Source: an optimization exercise on an open RTL-to-GDS flow (aim: small area). Production flows keep margins and buffers that such runs may drop.
Where RTL was checked, it was by simulation tests only, not by an equivalence proof against the original.
Power and IR drop assume default switching activity. The flow treats the clock pin as an ideal source, which a real chip does not have.

==> module fifo, before the edit <==
module fifo #(
    parameter XLEN = 32,
    parameter FIFO_SIZE = 32
) (
    input                           clk_i,
    input                           rst_ni,
    input                           flush_en_i,
    input                           push_en_i,
    input           [XLEN-1:0]      data_i,
    input                           pop_en_i,
    output  logic   [XLEN-1:0]      data_o,
    output  logic                   full_o,
    output  logic                   empty_o
);
    localparam AW = 5;
    logic [XLEN-1:0] mem_q [32];
    logic [AW:0] wptr_q, rptr_q;
    logic [AW:0] wptr_d, rptr_d;
    logic [XLEN-1:0] data_q;
    logic [AW-1:0] ptr_same;
    for (genvar i = 0; i < AW; i++) begin : g_cmp
        fifo_xnor2 u_x (.a(wptr_q[i]), .b(rptr_q[i]), .y(ptr_same[i]));
    end
    logic eq_a_n, eq_b_n, eq5, wrap_diff;
    fifo_nand3 u_eqa (.a(ptr_same[0]), .b(ptr_same[1]), .c(ptr_same[2]), .y(eq_a_n));
    fifo_nand2 u_eqb (.a(ptr_same[3]), .b(ptr_same[4]), .y(eq_b_n));
    fifo_nor2  u_eq  (.a(eq_a_n), .b(eq_b_n), .y(eq5));
    fifo_xor2  u_wd  (.a(wptr_q[AW]), .b(rptr_q[AW]), .y(wrap_diff));
    fifo_nor3  u_emp (.a(eq_a_n), .b(eq_b_n), .c(wrap_diff), .y(empty_o));
    fifo_and2  u_ful (.a(wrap_diff), .b(eq5), .y(full_o));
    logic nflush, pop_nf_n, push_nf, room_n, do_pop, do_push, fwd;
    fifo_inv   u_nf   (.a(flush_en_i), .y(nflush));
    fifo_nand2 u_pnf  (.a(pop_en_i), .b(nflush), .y(pop_nf_n));
    fifo_nor2  u_dpop (.a(empty_o), .b(pop_nf_n), .y(do_pop));         
    fifo_and2  u_unf  (.a(push_en_i), .b(nflush), .y(push_nf));        
    fifo_and3  u_fwd  (.a(push_nf), .b(pop_en_i), .c(empty_o), .y(fwd));
    fifo_mux2i u_room (.a0(full_o), .a1(empty_o), .s(pop_en_i), .y(room_n));  
    fifo_and2  u_dpsh (.a(push_nf), .b(room_n), .y(do_push));
    logic [AW:0] wcarry, rcarry, wsum, rsum;
    assign wcarry[0] = do_push;
    assign rcarry[0] = do_pop;
    for (genvar i = 0; i < AW; i++) begin : g_inc
        fifo_ha u_wha (.a(wptr_q[i]), .b(wcarry[i]), .s(wsum[i]), .c(wcarry[i+1]));
        fifo_ha u_rha (.a(rptr_q[i]), .b(rcarry[i]), .s(rsum[i]), .c(rcarry[i+1]));
    end
    fifo_xor2 u_wtop (.a(wptr_q[AW]), .b(wcarry[AW]), .y(wsum[AW]));
    fifo_xor2 u_rtop (.a(rptr_q[AW]), .b(rcarry[AW]), .y(rsum[AW]));
    for (genvar i = 0; i <= AW; i++) begin : g_clr
        fifo_and2 u_wclr (.a(wsum[i]), .b(nflush), .y(wptr_d[i]));
        fifo_and2 u_rclr (.a(rsum[i]), .b(nflush), .y(rptr_d[i]));
    end
    always_ff @(posedge clk_i or negedge rst_ni) begin
        if (~rst_ni) begin
            wptr_q <= '0;
            rptr_q <= '0;
        end else begin
            wptr_q <= wptr_d;
            rptr_q <= rptr_d;
        end
    end
    logic [AW-1:0] wptr_n, rptr_n;
    for (genvar i = 0; i < AW; i++) begin : g_inv
        fifo_inv u_wi (.a(wptr_q[i]), .y(wptr_n[i]));
        fifo_inv u_ri (.a(rptr_q[i]), .y(rptr_n[i]));
    end
    logic [3:0] wlo_n, rlo_n;
    logic [7:0] whi_n, rhi_n;
    for (genvar j = 0; j < 4; j++) begin : g_lo
        fifo_nand3 u_w (.a(do_push),
                        .b(j[0] ? wptr_q[0] : wptr_n[0]),
                        .c(j[1] ? wptr_q[1] : wptr_n[1]), .y(wlo_n[j]));
        fifo_nand3 u_r (.a(do_pop),
                        .b(j[0] ? rptr_q[0] : rptr_n[0]),
                        .c(j[1] ? rptr_q[1] : rptr_n[1]), .y(rlo_n[j]));
    end
    for (genvar k = 0; k < 8; k++) begin : g_hi
        fifo_nand3 u_w (.a(k[0] ? wptr_q[2] : wptr_n[2]),
                        .b(k[1] ? wptr_q[3] : wptr_n[3]),
                        .c(k[2] ? wptr_q[4] : wptr_n[4]), .y(whi_n[k]));
        fifo_nand3 u_r (.a(k[0] ? rptr_q[2] : rptr_n[2]),
                        .b(k[1] ? rptr_q[3] : rptr_n[3]),
                        .c(k[2] ? rptr_q[4] : rptr_n[4]), .y(rhi_n[k]));
    end
    logic [31:0] wsel;
    logic [32:0] rsel;
    for (genvar i = 0; i < 32; i++) begin : g_dec
        fifo_nor2 u_wdec (.a(wlo_n[i%4]), .b(whi_n[i/4]), .y(wsel[i]));
        fifo_nor2 u_rdec (.a(rlo_n[i%4]), .b(rhi_n[i/4]), .y(rsel[i]));
    end
    assign rsel[32] = fwd;
    always_ff @(posedge clk_i) begin
        for (int i = 0; i < 32; i++) begin
            if (wsel[i]) mem_q[i] <= data_i;
        end
    end
    logic [XLEN-1:0] data_d;
    for (genvar b = 0; b < XLEN; b++) begin : g_rd
        logic [32:0] col;
        logic [10:0] grp_n;
        for (genvar i = 0; i < 32; i++) begin : g_col
            assign col[i] = mem_q[i][b];
        end
        assign col[32] = data_i[b];
        for (genvar k = 0; k < 11; k++) begin : g_grp
            fifo_aoi222 u_aoi (
                .a1(rsel[3*k]),   .a2(col[3*k]),
                .b1(rsel[3*k+1]), .b2(col[3*k+1]),
                .c1(rsel[3*k+2]), .c2(col[3*k+2]),
                .y(grp_n[k])
            );
        end
        logic [2:0] part;
        fifo_nand4 u_n0 (.a(grp_n[0]), .b(grp_n[1]), .c(grp_n[2]),  .d(grp_n[3]), .y(part[0]));
        fifo_nand4 u_n1 (.a(grp_n[4]), .b(grp_n[5]), .c(grp_n[6]),  .d(grp_n[7]), .y(part[1]));
        fifo_nand3 u_n2 (.a(grp_n[8]), .b(grp_n[9]), .c(grp_n[10]), .y(part[2]));
        fifo_or3   u_or (.a(part[0]), .b(part[1]), .c(part[2]), .y(data_d[b]));
    end
    always_ff @(posedge clk_i or negedge rst_ni) begin
        if (~rst_ni) data_q <= '0;
        else         data_q <= data_d;
    end
    assign data_o = data_q;
endmodule
==> flow/config.mk <==
export PLATFORM = sky130hd
export DESIGN_NAME = fifo
export DESIGN_NICKNAME = fifo
export VERILOG_FILES = /design/flow/design.v
export SDC_FILE = /design/flow/constraint.sdc
export NUM_CORES = 4
export LEC_CHECK = 0
export CAP_MARGIN = 5
export CORE_MARGIN = 2
export CORE_UTILIZATION = 60
export CTS_CLUSTER_DIAMETER = 100
export CTS_CLUSTER_SIZE = 25
export PLACE_DENSITY = 0.7
export SLEW_MARGIN = 5
export SYNTH_HIERARCHICAL = 1
export SYNTH_MINIMUM_KEEP_SIZE = 0
==> flow/constraint.sdc <==
create_clock -name core_clock -period 7.0 [get_ports {clk_i}]
set_input_delay 1.4000 -clock core_clock [delete_from_list [all_inputs] [get_ports {clk_i}]]
set_output_delay 1.4000 -clock core_clock [all_outputs]
set_load 0.01 [all_outputs]
standard.sh (not shown) runs the stock make flow with config.mk's settings and CLKGATE_MAP_FILE= SYNTH_SCRIPT=/design/flow/synth_recipe.tcl, a recipe that flattens the netlist after the stock synthesis.
==> flow/flow/run.sh <==
#!/bin/bash
set -e
export BUFFER_PORTS_ARGS="-buffer_cell sky130_fd_sc_hd__buf_1"
export CTS_ARGS="-sink_clustering_enable -repair_clock_nets -sink_clustering_size 29 -sink_clustering_max_diameter 100 -dont_use_dummy_load"
bash standard.sh > flow.log 2>&1
Then changed:
--- a/flow/design.v
+++ b/flow/design.v
@@ -63,29 +63,29 @@
         fifo_inv u_wi (.a(wptr_q[i]), .y(wptr_n[i]));
         fifo_inv u_ri (.a(rptr_q[i]), .y(rptr_n[i]));
     end
-    logic [3:0] wlo_n, rlo_n;
-    logic [7:0] whi_n, rhi_n;
+    logic [3:0] wlo, rlo;
+    logic [7:0] whi, rhi;
     for (genvar j = 0; j < 4; j++) begin : g_lo
-        fifo_nand3 u_w (.a(do_push),
-                        .b(j[0] ? wptr_q[0] : wptr_n[0]),
-                        .c(j[1] ? wptr_q[1] : wptr_n[1]), .y(wlo_n[j]));
-        fifo_nand3 u_r (.a(do_pop),
-                        .b(j[0] ? rptr_q[0] : rptr_n[0]),
-                        .c(j[1] ? rptr_q[1] : rptr_n[1]), .y(rlo_n[j]));
+        fifo_and3 u_w (.a(do_push),
+                       .b(j[0] ? wptr_q[0] : wptr_n[0]),
+                       .c(j[1] ? wptr_q[1] : wptr_n[1]), .y(wlo[j]));
+        fifo_and3 u_r (.a(do_pop),
+                       .b(j[0] ? rptr_q[0] : rptr_n[0]),
+                       .c(j[1] ? rptr_q[1] : rptr_n[1]), .y(rlo[j]));
     end
     for (genvar k = 0; k < 8; k++) begin : g_hi
-        fifo_nand3 u_w (.a(k[0] ? wptr_q[2] : wptr_n[2]),
-                        .b(k[1] ? wptr_q[3] : wptr_n[3]),
-                        .c(k[2] ? wptr_q[4] : wptr_n[4]), .y(whi_n[k]));
-        fifo_nand3 u_r (.a(k[0] ? rptr_q[2] : rptr_n[2]),
-                        .b(k[1] ? rptr_q[3] : rptr_n[3]),
-                        .c(k[2] ? rptr_q[4] : rptr_n[4]), .y(rhi_n[k]));
+        fifo_and3 u_w (.a(k[0] ? wptr_q[2] : wptr_n[2]),
+                       .b(k[1] ? wptr_q[3] : wptr_n[3]),
+                       .c(k[2] ? wptr_q[4] : wptr_n[4]), .y(whi[k]));
+        fifo_and3 u_r (.a(k[0] ? rptr_q[2] : rptr_n[2]),
+                       .b(k[1] ? rptr_q[3] : rptr_n[3]),
+                       .c(k[2] ? rptr_q[4] : rptr_n[4]), .y(rhi[k]));
     end
     logic [31:0] wsel;
     logic [32:0] rsel;
     for (genvar i = 0; i < 32; i++) begin : g_dec
-        fifo_nor2 u_wdec (.a(wlo_n[i%4]), .b(whi_n[i/4]), .y(wsel[i]));
-        fifo_nor2 u_rdec (.a(rlo_n[i%4]), .b(rhi_n[i/4]), .y(rsel[i]));
+        fifo_and2 u_wdec (.a(wlo[i%4]), .b(whi[i/4]), .y(wsel[i]));
+        fifo_and2 u_rdec (.a(rlo[i%4]), .b(rhi[i/4]), .y(rsel[i]));
     end
     assign rsel[32] = fwd;
     always_ff @(posedge clk_i) begin
What happened: The new run went through all stages and came out clean; final cell count came out lower by 0.37%; flip-flop and latch count is unchanged; final area falls by 0.78%; non-clock buffer count shrinks by 18; first-iteration DRC count came out lower by about 2.2%; utilization shrinks by 1.4 points; register-to-register slack improved by 0.33 ns; setup slack gains 0.71 ns; critical path depth is higher by 1; clock power is about the same; via count falls by 1.7%; maximum frequency grows by 20%.
The RTL of the first run of this note was laid out without a check of its function.

## separate check: timing with driven ports
The results above use ideal ports. As a check the final layouts listed here were re-extracted and re-timed, cells and wires unchanged. Step 1: set_driving_cell puts a clkbuf_16 on clk_i and a buf_2 on each other input, an assumption about the parent block. Step 2 times the ports against the registers' clock, not the clock port: input delays grow and output delays shrink by t, the midpoint of the rising clock arrivals with the driver on. Three values: no drivers, after step 1, after step 2; two values: the first two.
run | shift t [ns] | setup slack, ns | hold slack, ns | worst setup path at the end | latest minus earliest clock arrival (ns)
the first run | 0.663 | 2.735 / 2.775 / 2.112 | 0.566 / 0.566 / 0.566 | input to register | 0.048 / 0.047
the second run | 0.672 | 3.448 / 3.448 / 2.891 | 0.556 / 0.556 / 0.556 | input to register | 0.031 / 0.031
After both steps every run listed still meets setup and hold. The setup slack of the first run, which loses most, moves by +0.040 ns with the drivers and by -0.623 ns with both steps.
